What follows belongs to an exercise in optimizing a design on an open flow for small area; a production flow would make more cautious choices. RTL that was checked went through simulation tests only; none was proved equivalent to the original. The clock port is modelled as an ideal driver; clocking choices that lean on that would not hold on a real chip. Power is estimated from default activity; no workload was simulated.

// top
module top(
    input PS2_dat,
    input PS2_clk,
    input clk100mhz,
    input rst,
    input reset,
    output [7:0] anodes,
    output [7:0] cathodes
);
export LEC_CHECK = 0
export ABC_AREA = 1
export CAP_MARGIN = 5
export CORE_MARGIN = 2
export CORE_UTILIZATION = 60
export SLEW_MARGIN = 5
create_clock -name core_clock -period 10.0 [get_ports {clk100mhz}]
standard.sh (not shown) runs the stock make flow with config.mk's settings and CLKGATE_MAP_FILE= SYNTH_SCRIPT=/design/flow/synth_recipe.tcl, a recipe that flattens the netlist after the stock synthesis.
==> flow/flow/run.sh <==
#!/bin/bash
# Own layout flow: the standard ORFS flow (standard.sh) with three changes to how the
# layout is built, none to what it builds:
#  1. synthesis is the standard one (synth_recipe.tcl, the same passes and registers), except
#     that abc maps the combinational logic with an area-oriented script (abc_area2.script);
#  2. the port buffers are sky130_fd_sc_hd__buf_1 (every port still gets one);
#  3. the clock tree is built by flow/manual_cts.tcl (a root clkbuf_8 and 16 clkbuf_4 leaves,
#     one per group of registers) instead of TritonCTS's H-tree of 17 larger buffers.
# standard.log holds the full output of the ORFS run; ORFS keeps each step's log in orfs/logs.
set -euo pipefail
W=$(pwd)
{ cat flow/abc_override.tcl; cat synth_recipe.tcl; } > my_synth.tcl
sed "s#SYNTH_SCRIPT=[^ ]*#SYNTH_SCRIPT=$W/my_synth.tcl#" standard.sh > my_standard.sh
grep -q "SYNTH_SCRIPT=$W/my_synth.tcl" my_standard.sh
export MY_ABC_SCRIPT=$W/flow/abc_area2.script
export BUFFER_PORTS_ARGS="-buffer_cell sky130_fd_sc_hd__buf_1"
export PRE_CTS_TCL=$W/flow/manual_cts.tcl
export CTS_ARGS="-clk_nets clk100mhz -buf_list {sky130_fd_sc_hd__clkbuf_8} -dont_use_dummy_load"
bash my_standard.sh > standard.log 2>&1
==> flow/flow/abc_area2.script <==
strash; &get -n; &fraig -x; &put; scorr; dc2; dretime; strash; &get -n; &dc2; &dch -f; &nf -R 1000; &put; strash; &get -n; &dch -f; &nf -R 1000; &put;
Other scripts of this flow, unchanged in this note and not shown: flow/flow/abc_override.tcl, flow/flow/manual_cts.tcl
The baseline passed the timing, DRC and antenna checks.
==> next run, changes <==
--- a/flow/config.mk
+++ b/flow/config.mk
@@ -8,5 +8,5 @@
 export ABC_AREA = 1
-export CAP_MARGIN = 5
+export CAP_MARGIN = 20
 export CORE_MARGIN = 2
 export CORE_UTILIZATION = 60
-export SLEW_MARGIN = 5
+export SLEW_MARGIN = 20
=> Cell area stays flat; worst setup slack got worse by 13 ps; synthesized cell count is unchanged; via count stays the same; fmax is about the same; power is about the same; worst hold slack barely changes; wire length rises slightly; area after synthesis does not change; global-route usage does not change; combinational power is about the same.
==> next run, changes <==
==> flow/flow/abc_area2.script (replaced) <==
strash; &get -n; &fraig -x; &put; scorr; dc2; dretime; strash; &get -n; &dch -f; &nf -R 1000; &put; strash; &get -n; &dch -f; &nf -R 1000; &put
Result: Cell area rises by 1.0%. Worst setup slack is worse by 16 ps. Die area increases by 0.63%. Routed wire length shrinks by 4.3%. Sequential cell count is unchanged.
==> next run, changes <==
==> flow/flow/abc_area2.script (replaced) <==
strash; &get -n; &fraig -x; &put; scorr; dc2; dretime; strash; &get -n; &dc2; &dch -f; &nf -R 1000; &put; strash; &get -n; &dch -f; &nf -R 1000; &put;
--- a/flow/config.mk
+++ b/flow/config.mk
@@ -10,3 +10,3 @@
 export CORE_MARGIN = 2
-export CORE_UTILIZATION = 60
+export CORE_UTILIZATION = 70
 export SLEW_MARGIN = 20
Total power rises by 0.48%; sequential power is about the same; combinational power increases by 10%; clock skew increases by 3.6 ps; global-route usage rose by 4.7 points; routed wire length is about the same; hold slack gains 17 ps; first-iteration DRC count rises by 4.3%; sequential share of layout area increases by 0.72 points; synthesized area is lower by 0.65%.


## ember
top, a different RTL version from the one above (not shown whole).
For scale: roughly 810 cells after synthesis, ~130 flip-flops, about 21 I/O pins, ~7300 sq um of cells after synthesis.
make LEC_CHECK=0 CAP_MARGIN=20 CORE_MARGIN=2 CORE_UTILIZATION=65 CTS_BUF_LIST='sky130_fd_sc_hd__clkbuf_2 sky130_fd_sc_hd__clkbuf_4' SLEW_MARGIN=20 finish   # period 10.0 ns
run.sh (not shown) runs the stock make flow with config.mk's settings and CLKGATE_MAP_FILE= SYNTH_SCRIPT=/design/flow/synth_recipe.tcl, a recipe that flattens the netlist after the stock synthesis.
Stock flow here: none of the scripts above is used.
ember | status: complete | timing, DRC, antenna: pass
### ember -> garnet
-- flow/config.mk --
<<< ember, line 10
export CORE_UTILIZATION = 65
export CTS_BUF_LIST = sky130_fd_sc_hd__clkbuf_2 sky130_fd_sc_hd__clkbuf_4
export SLEW_MARGIN = 20
>>> garnet, line 10
export CORE_UTILIZATION = 65
export CTS_BUF_LIST = sky130_fd_sc_hd__clkbuf_4
export SLEW_MARGIN = 20
[summary]
- Between ember and garnet, the total DRC errors in the routed layout does not differ in any meaningful way.
- Summary of garnet over ember: sequential cell area share has remained practically unchanged; synthesized-area fraction occupied by ao, oa, aoi and oai cells now sits at about the same level.
- On average cell area after synthesis, garnet and ember are basically level.
No run of this note included a check of the RTL's function; only the layout flow was run.


Another version of the RTL of top (not shown whole).
For scale: roughly 800 cells after synthesis, roughly 130 flip-flops, roughly 21 I/O pins, ~0.0075 sq mm of cells after synthesis.
==> flow/config.mk <==
export PLATFORM = sky130hd
export DESIGN_NAME = top
export DESIGN_NICKNAME = top
export VERILOG_FILES = /design/flow/design.v
export SDC_FILE = /design/flow/constraint.sdc
export NUM_CORES = 4
export LEC_CHECK = 0
export CAP_MARGIN = 20
export CORE_MARGIN = 2
export CORE_UTILIZATION = 40
export CTS_BUF_LIST = sky130_fd_sc_hd__clkbuf_4
export CTS_CLUSTER_DIAMETER = 100
export CTS_CLUSTER_SIZE = 30
export SLEW_MARGIN = 20
==> flow/constraint.sdc <==
create_clock -name core_clock -period 10.0 [get_ports {clk100mhz}]
set_input_delay 2.0000 -clock core_clock [delete_from_list [all_inputs] [get_ports {clk100mhz}]]
set_output_delay 2.0000 -clock core_clock [all_outputs]
set_load 0.01 [all_outputs]
==> next run, changes <==
CTS_BUF_LIST = sky130_fd_sc_hd__clkbuf_4 sky130_fd_sc_hd__clkbuf_8   (was sky130_fd_sc_hd__clkbuf_4)
CTS_CLUSTER_DIAMETER = default   (was 100)
CTS_CLUSTER_SIZE = default   (was 30)
What happened:
- The new run finished with timing, DRC and antenna clean
- routed wire length barely changes
- sequential share of layout area drops by 0.51 points
- clock skew drops by 6.3 ps
- global-route usage hardly moves
- total power climbs by about 10%
- first-iteration DRC count climbs by about 12%
- area after synthesis is unchanged
- maximum frequency climbs by about 1.4%
- design area climbs by about 1.4%
- worst setup slack is better by 67 ps
==> next run, changes <==
CTS_BUF_LIST = default   (was sky130_fd_sc_hd__clkbuf_4 sky130_fd_sc_hd__clkbuf_8)
Result: First-iteration DRC count came out lower by 1.4%; register-to-register slack is worse by 40 ps; routed wire length goes up by about 0.64%; non-clock buffer count does not change; power rises by about 15%.


Another version of the RTL of top (not shown whole).
Size in the first run: ~660 cells after synthesis, ~21 I/O pins, ~6000 um2 of cells after synthesis.
Design top, start of the top module:
module top(
    input PS2_dat,
    input PS2_clk,
    input clk100mhz,
    input rst,
    input reset,
    output [7:0] anodes,
    output [7:0] cathodes
);
==> flow/config.mk <==
export PLATFORM = sky130hd
export DESIGN_NAME = top
export DESIGN_NICKNAME = top
export VERILOG_FILES = /design/flow/design.v
export SDC_FILE = /design/flow/constraint.sdc
export NUM_CORES = 4
export LEC_CHECK = 0
export ABC_AREA = 1
export CAP_MARGIN = 20
export CORE_MARGIN = 2
export CORE_UTILIZATION = 60
export GPL_TIMING_DRIVEN = 0
export SLEW_MARGIN = 20
==> flow/constraint.sdc <==
create_clock -name core_clock -period 10.0 [get_ports {clk100mhz}]
set_input_delay 2.0000 -clock core_clock [delete_from_list [all_inputs] [get_ports {clk100mhz}]]
set_output_delay 2.0000 -clock core_clock [all_outputs]
set_load 0.01 [all_outputs]
standard.sh (not shown) runs the stock make flow with config.mk's settings and CLKGATE_MAP_FILE= SYNTH_SCRIPT=/design/flow/synth_recipe.tcl, a recipe that flattens the netlist after the stock synthesis.
==> flow/flow/run.sh <==
#!/bin/bash
# Own layout flow: the standard ORFS flow (standard.sh) with three changes to how the
# layout is built, none to what it builds:
#  1. synthesis is the standard one (synth_recipe.tcl, the same passes and registers), except
#     that abc maps the combinational logic with an area-oriented script (abc_area2.script);
#  2. the port buffers are sky130_fd_sc_hd__buf_1 (every port still gets one);
#  3. clock tree synthesis uses clkbuf_4/clkbuf_8 and inserts no dummy loads.
# standard.log holds the full output of the ORFS run; ORFS keeps each step's log in orfs/logs.
set -euo pipefail
W=$(pwd)
{ cat flow/abc_override.tcl; cat synth_recipe.tcl; } > my_synth.tcl
sed "s#SYNTH_SCRIPT=[^ ]*#SYNTH_SCRIPT=$W/my_synth.tcl#" standard.sh > my_standard.sh
grep -q "SYNTH_SCRIPT=$W/my_synth.tcl" my_standard.sh
export MY_ABC_SCRIPT=$W/flow/abc_area2.script
export BUFFER_PORTS_ARGS="-buffer_cell sky130_fd_sc_hd__buf_1"
export CTS_ARGS="-sink_clustering_enable -repair_clock_nets -buf_list {sky130_fd_sc_hd__clkbuf_4 sky130_fd_sc_hd__clkbuf_8} -dont_use_dummy_load"
bash my_standard.sh > standard.log 2>&1
==> flow/flow/abc_area2.script <==
strash; &get -n; &fraig -x; &put; scorr; dc2; dretime; strash; &get -n; &dch -f; &nf -R 1000; &put; strash; &get -n; &dch -f; &nf -R 1000; &put
==> flow/flow/abc_override.tcl <==
# Same synthesis as synth_recipe.tcl, but abc maps the logic with the script in MY_ABC_SCRIPT
# (an area-oriented script) instead of ORFS's abc_area.script. abc only maps combinational
# logic: registers, their names and cell types are those of the standard synthesis.
proc abc {args} {
  set i [lsearch -exact $args -script]
  if {$i >= 0} { lset args [expr {$i + 1}] $::env(MY_ABC_SCRIPT) }
  yosys abc {*}$args
}
==> next run, changes <==
- CAP_MARGIN: 20 -> 0
- SLEW_MARGIN: 20 -> 0
=> Via count is higher by 0.34%. Sequential power hardly moves. Power hardly moves.
==> next run, changes <==
- CAP_MARGIN: 0 -> 20
- GPL_TIMING_DRIVEN: 0 -> 1
- SLEW_MARGIN: 0 -> 20
Effect: Global-route usage increases by 0.88 points. Sequential power is about the same. Final cell count does not change. Setup slack improves by 82 ps. Final area barely changes. Critical path depth does not change. Power increases by about 0.4%. Clock-buffer cell count does not change. Wire length increases by 2.1%. Clock power stays flat. Die area is unchanged.
Function was not checked in any run of this note: the RTL went through the layout flow alone.


The RTL this note starts from:
==> flow/design.v <==
`timescale 1ns / 1ps
module top(
    input PS2_dat,
    input PS2_clk,
    input clk100mhz,
    input rst,
    input reset,
    output [7:0] anodes,
    output [7:0] cathodes
);
wire clk = clk100mhz;
reg [1:0] kc_s;
reg       kc_p;
reg [1:0] kd_s;
always @(posedge clk) begin
    if (rst)
        kc_s <= 2'b11;
    else
        kc_s <= {kc_s[0], PS2_clk};
    kc_p <= kc_s[1];    
    kd_s <= {kd_s[0], PS2_dat};
end
wire fall = kc_p & ~kc_s[1];
reg [3:0] cnt;
reg       bad;
reg [7:0] kbuf;
wire ws = (cnt == 4'd0);
always @(posedge clk) begin
    if (rst) begin
        cnt <= 4'd0;
        bad <= 1'b1;
    end
    else if (fall) begin
        cnt <= (cnt == 4'd10) ? 4'd0 : cnt + 4'd1;
        if (ws)
            bad <= PS2_dat;
        else if (!bad && cnt == 4'd9)
            bad <= (~^kbuf) != kd_s[1];
        else if (!bad && cnt == 4'd10)
            bad <= ~PS2_dat;
    end
end
always @(posedge clk)
    if (fall && !bad && !ws && cnt <= 4'd8)
        kbuf <= {kd_s[1], kbuf[7:1]};
reg [3:0] nib;
reg       isdig;
always @(*) begin
    isdig = 1'b1;
    case (kbuf)
    8'h45: nib = 4'h0;
    8'h16: nib = 4'h1;
    8'h1E: nib = 4'h2;
    8'h26: nib = 4'h3;
    8'h25: nib = 4'h4;
    8'h2E: nib = 4'h5;
    8'h36: nib = 4'h6;
    8'h3D: nib = 4'h7;
    8'h3E: nib = 4'h8;
    8'h46: nib = 4'h9;
    8'h1C: nib = 4'hA;
    8'h32: nib = 4'hB;
    8'h21: nib = 4'hC;
    8'h23: nib = 4'hD;
    8'h24: nib = 4'hE;
    8'h2B: nib = 4'hF;
    default: begin nib = 4'hx; isdig = 1'b0; end
    endcase
end
wire isent = (kbuf == 8'h5A);
wire isF0  = (kbuf == 8'hF0);
reg [2:0] mst;
reg       rel;
always @(posedge clk) begin
    if (rst) begin
        mst <= 3'd0;
        rel <= 1'b0;
    end
    else case (mst)
    3'd0: if (ws) begin
        if (!bad) begin
            if (isF0)
                rel <= 1'b1;
            else if (rel)
                rel <= 1'b0;
        end
        mst <= (!bad && !isF0 && rel) ? 3'd1 : 3'd4;
    end
    3'd1: mst <= 3'd2;
    3'd2: mst <= 3'd3;
    3'd3: mst <= ws ? 3'd4 : 3'd0;
    default: if (!ws) mst <= 3'd0;
    endcase
end
wire dig_now = (mst == 3'd1) & isdig;    
wire ent_now = (mst == 3'd1) & isent;
wire dig_1   = (mst == 3'd2) & isdig;    
wire dig_2   = (mst == 3'd3) & isdig;    
reg       ra, rb;
reg [8:0] streak;
reg       dout, den;
wire tmp = (streak == 9'h100);    
always @(posedge clk) begin
    if (rst) begin
        ra <= 1'b0;
        rb <= 1'b0;
        streak <= 9'd0;
        dout <= 1'b0;
        den <= 1'b0;
    end
    else begin
        ra <= reset;
        rb <= ra;
        streak <= (rb == dout) ? 9'd0 : {streak[7:0], streak[8] ^ streak[4] ^ ~|streak[7:0]};
        den <= tmp & rb;
        if (tmp)
            dout <= rb;
    end
end
reg [31:0] D;
reg [3:0]  Dm;      
reg [15:0] U;
reg        Fd;      
reg        H;       
wire        fsm_ro;
wire [15:0] fsm_res;
wire dbl = H & ~Fd;              
wire e1  = dbl & dig_2;          
wire c1  = dbl & rb;             
wire hold = den & ~Fd & ~fsm_ro;
wire sh  = (dig_1 | e1) & ~hold;                            
wire zh  = rst | (~hold & ((dig_1 & c1) | (e1 & ra) | (~(dig_1 | e1) & (ra | c1))));   
wire zl  = rst | (~hold & ((dig_1 | e1) ? (e1 & ra) : (ra | c1)));                      
wire [31:0] numb = {zh ? 28'd0 : (sh ? D[27:0] : D[31:4]),
                    zl ? 4'd0 : (sh ? nib : D[3:0])};
wire [3:0]  mcnt = (zh & ~zl) ? 4'd1 : (zh ? 4'd0 : (sh ? (Dm[3] ? Dm : Dm + 4'd1) : Dm));
always @(posedge clk) begin
    D  <= numb;
    Dm <= mcnt;
    if (rst) begin
        Fd <= 1'b0;
        H  <= 1'b0;
    end
    else begin
        H <= den & ~fsm_ro;
        if (fsm_ro)
            Fd <= 1'b1;
        else if (H)
            Fd <= 1'b0;
    end
end
always @(posedge clk)
    if (fsm_ro && !Fd)
        U <= D[31:16];
localparam [3:0] S0 = 4'd0, S1 = 4'd1, S2 = 4'd2, S3 = 4'd3, S4 = 4'd4,
                 S5A = 4'd5, S5B = 4'd6, S6 = 4'd7, S0R = 4'd8, S0E = 4'd9,
                 S2F = 4'd10, S3F = 4'd11, S4F = 4'd12;
reg [3:0]  st;
reg        vs;      
reg [11:0] vm;      
wire [15:0] x = D[15:0];
wire xerr = x[15] ? ~&x[14:11] : (|x[14:12] | (x[11] & |x[10:0]));
reg [11:0] lowor;
integer k;
always @(*) begin
    lowor[0] = 1'b0;
    for (k = 1; k < 12; k = k + 1)
        lowor[k] = lowor[k-1] | x[k-1];
end
wire [11:0] xm = x[11:0] ^ ({12{x[15]}} & lowor);
wire vnz  = |vm;
wire verr = vm[11] & |vm[10:0];
always @(posedge clk) begin
    if (rst)
        st <= S0;
    else if (den)
        st <= (st == S5B || st == S0E) ? S0E : (st == S0R) ? S0R : S0;
    else case (st)
    S0, S0R, S0E: st <= S1;
    S1: if (ent_now) begin
        st <= Fd ? S2F : S2;
        if (!Fd) begin
            vs <= x[15];
            vm <= {xm[11] | xerr, xm[10:1], xm[0] | xerr};
        end
    end
    S2: st <= vs ? S3 : S4;
    S3: st <= S4;
    S4: st <= verr ? S5A : S6;
    S2F: st <= vs ? S3F : S4F;
    S3F: st <= S4F;
    S4F: st <= vnz ? S5A : S6;
    S5A, S5B: st <= S5B;
    S6: st <= S0R;
    default: st <= S0;
    endcase
end
assign fsm_ro = (st == S0R);
wire fsm_err = (st == S5B) || (st == S0E);
wire [10:0] na = vm[10:0];
wire        z3 = ~|na[10:3];
wire [10:0] r1 = {na[10:8] | ({3{z3}} & na[2:0]), na[7:3], na[2:0] & {3{~z3}}};
wire        z2 = ~|r1[10:7];
wire [10:0] r2 = {r1[10:7] | ({4{z2}} & r1[6:3]), z2 ? r1[2:0] : r1[6:4], r1[3] & ~z2, r1[2:0] & {3{~z2}}};
wire        z1 = ~|r2[10:9];
wire [10:0] r3 = z1 ? {r2[8:0], 2'd0} : r2;
wire        z0 = ~r3[10];
wire [10:0] r4 = z0 ? {r3[9:0], 1'b0} : r3;
wire [4:0]  ex = 5'd25 - {1'b0, z3, z2, z1, z0};
assign fsm_res = vm[11] ? {vs, 5'd26, 10'd0} : (|na) ? {vs, ex, r4[9:0]} : 16'd0;
wire [31:0] shown = Fd ? {U, fsm_res} : D;
wire [3:0]  shown_m = Fd ? 4'd4 : Dm;
reg [9:0] dc;
wire tick = (dc == 10'h238);
always @(posedge clk)
    if (rst)
        dc <= 10'h238;
    else
        dc <= {dc[8:0], dc[9] ^ dc[6] ^ tick};
reg [2:0] dg;
reg       blank;
reg [4:0] cc;       
reg [3:0] dn;
always @(*) begin
    case (dg)
    3'd0: dn = shown[3:0];
    3'd1: dn = shown[7:4];
    3'd2: dn = shown[11:8];
    3'd3: dn = shown[15:12];
    3'd4: dn = shown[19:16];
    3'd5: dn = shown[23:20];
    3'd6: dn = shown[27:24];
    default: dn = shown[31:28];
    endcase
end
always @(posedge clk) begin
    if (rst) begin
        dg <= 3'd0;
        blank <= 1'b1;
        cc <= 5'd31;
    end
    else if (tick) begin
        dg <= dg + 3'd1;
        if (!fsm_err) begin
            cc <= {1'b0, dn};
            blank <= ({1'b0, dg} >= shown_m);
        end
        else if (dg <= 3'd4) begin
            cc <= (dg == 3'd1) ? 5'd0 : (dg == 3'd4) ? 5'd14 : 5'd16;
            blank <= 1'b0;
        end
        else
            blank <= 1'b1;
    end
end
wire [2:0] lit = dg - 3'd1;
assign anodes = blank ? 8'hFF : ~(8'd1 << lit);
reg [6:0] seg;
always @(*) begin
    case (cc)
    5'd0:  seg = 7'b1000000;
    5'd1:  seg = 7'b1111001;
    5'd2:  seg = 7'b0100100;
    5'd3:  seg = 7'b0110000;
    5'd4:  seg = 7'b0011001;
    5'd5:  seg = 7'b0010010;
    5'd6:  seg = 7'b0000010;
    5'd7:  seg = 7'b1111000;
    5'd8:  seg = 7'b0000000;
    5'd9:  seg = 7'b0010000;
    5'd10: seg = 7'b0001000;
    5'd11: seg = 7'b0000011;
    5'd12: seg = 7'b1000110;
    5'd13: seg = 7'b0100001;
    5'd14: seg = 7'b0000110;
    5'd15: seg = 7'b0001110;
    5'd16: seg = 7'b1001100;
    5'd31: seg = 7'b1111111;
    default: seg = 7'bxxxxxxx;
    endcase
end
assign cathodes = {1'b1, seg};
endmodule
Settings: LEC_CHECK=0, ABC_AREA=1, CAP_MARGIN=20, CORE_MARGIN=2, CORE_UTILIZATION=60, CTS_BUF_LIST=sky130_fd_sc_hd__clkbuf_8, SLEW_MARGIN=20; clock period 10.0 ns.
run.sh (not shown) runs the stock make flow with config.mk's settings and CLKGATE_MAP_FILE= SYNTH_SCRIPT=/design/flow/synth_recipe.tcl, a recipe that flattens the netlist after the stock synthesis.
Stock flow here: none of the scripts above is used.
==> next run, changes <==
--- a/flow/config.mk
+++ b/flow/config.mk
@@ -12 +12 @@
-export CTS_BUF_LIST = sky130_fd_sc_hd__clkbuf_8
+export CTS_BUF_LIST = sky130_fd_sc_hd__clkbuf_4 sky130_fd_sc_hd__clkbuf_8
=>
- The changed run passed the timing, DRC and antenna checks
- synthesized cell count is unchanged
- worst setup slack got worse by 0.018 ns
- maximum frequency fell slightly
- die area stays the same
- design area barely changes
- global-route usage is unchanged
- power rose slightly
- non-clock buffer count stays the same
- combinational power is about the same

-- re-timing with driven ports --
How much do the figures lean on ideal ports? The routed layouts below were timed once more, with nothing changed but the port constraints.
Step 1 (the two cells are an assumption about what drives the block):
set clk [get_ports {clk100mhz}]
set_driving_cell -lib_cell sky130_fd_sc_hd__clkbuf_16 $clk
set_driving_cell -lib_cell sky130_fd_sc_hd__buf_2 [delete_from_list [all_inputs] $clk]
Step 2 moves the port delays by t, midway between the first and last clock arrival at a register: inputs arrive t later, outputs are due t later. That takes back most of the time a late clock gives input paths.
Slacks: ideal ports / drivers / drivers and shift; pairs: ideal ports / drivers.
run	shift t [ns]	setup slack, ns	latest minus earliest clock arrival (ns)	worst slew at a driven data input, ns
the first run of note 1	0.461	5.507 / 5.477 / 5.698	0.019 / 0.019	0.03
the second run of note 1	0.463	5.494 / 5.464 / 5.903	0.020 / 0.020	0.03
the third run of note 1	0.446	5.478 / 5.448 / 5.894	0.019 / 0.019	0.03
the fourth run of note 1	0.446	5.502 / 5.472 / 5.918	0.022 / 0.022	0.04
ember	0.580	4.909 / 4.923 / 4.343	0.020 / 0.020	0.03
garnet	0.580	4.909 / 4.923 / 4.343	0.020 / 0.020	0.03
the first run of note 3	0.583	5.198 / 5.161 / 4.928	0.017 / 0.017	0.03
the second run of note 3	0.486	5.265 / 5.228 / 4.945	0.010 / 0.010	0.03
the third run of note 3	0.455	5.311 / 5.289 / 4.878	0.011 / 0.011	0.03
the first run of note 4	0.462	5.388 / 5.353 / 5.750	0.027 / 0.027	0.03
the second run of note 4	0.456	5.399 / 5.363 / 5.265	0.028 / 0.028	0.03
the third run of note 4	0.456	5.481 / 5.447 / 5.903	0.026 / 0.026	0.03
the first run of note 5	0.473	5.520 / 5.485 / 5.584	0.015 / 0.015	0.03
the second run of note 5	0.473	5.502 / 5.467 / 5.581	0.016 / 0.016	0.03
After both steps every run listed still meets setup and hold.
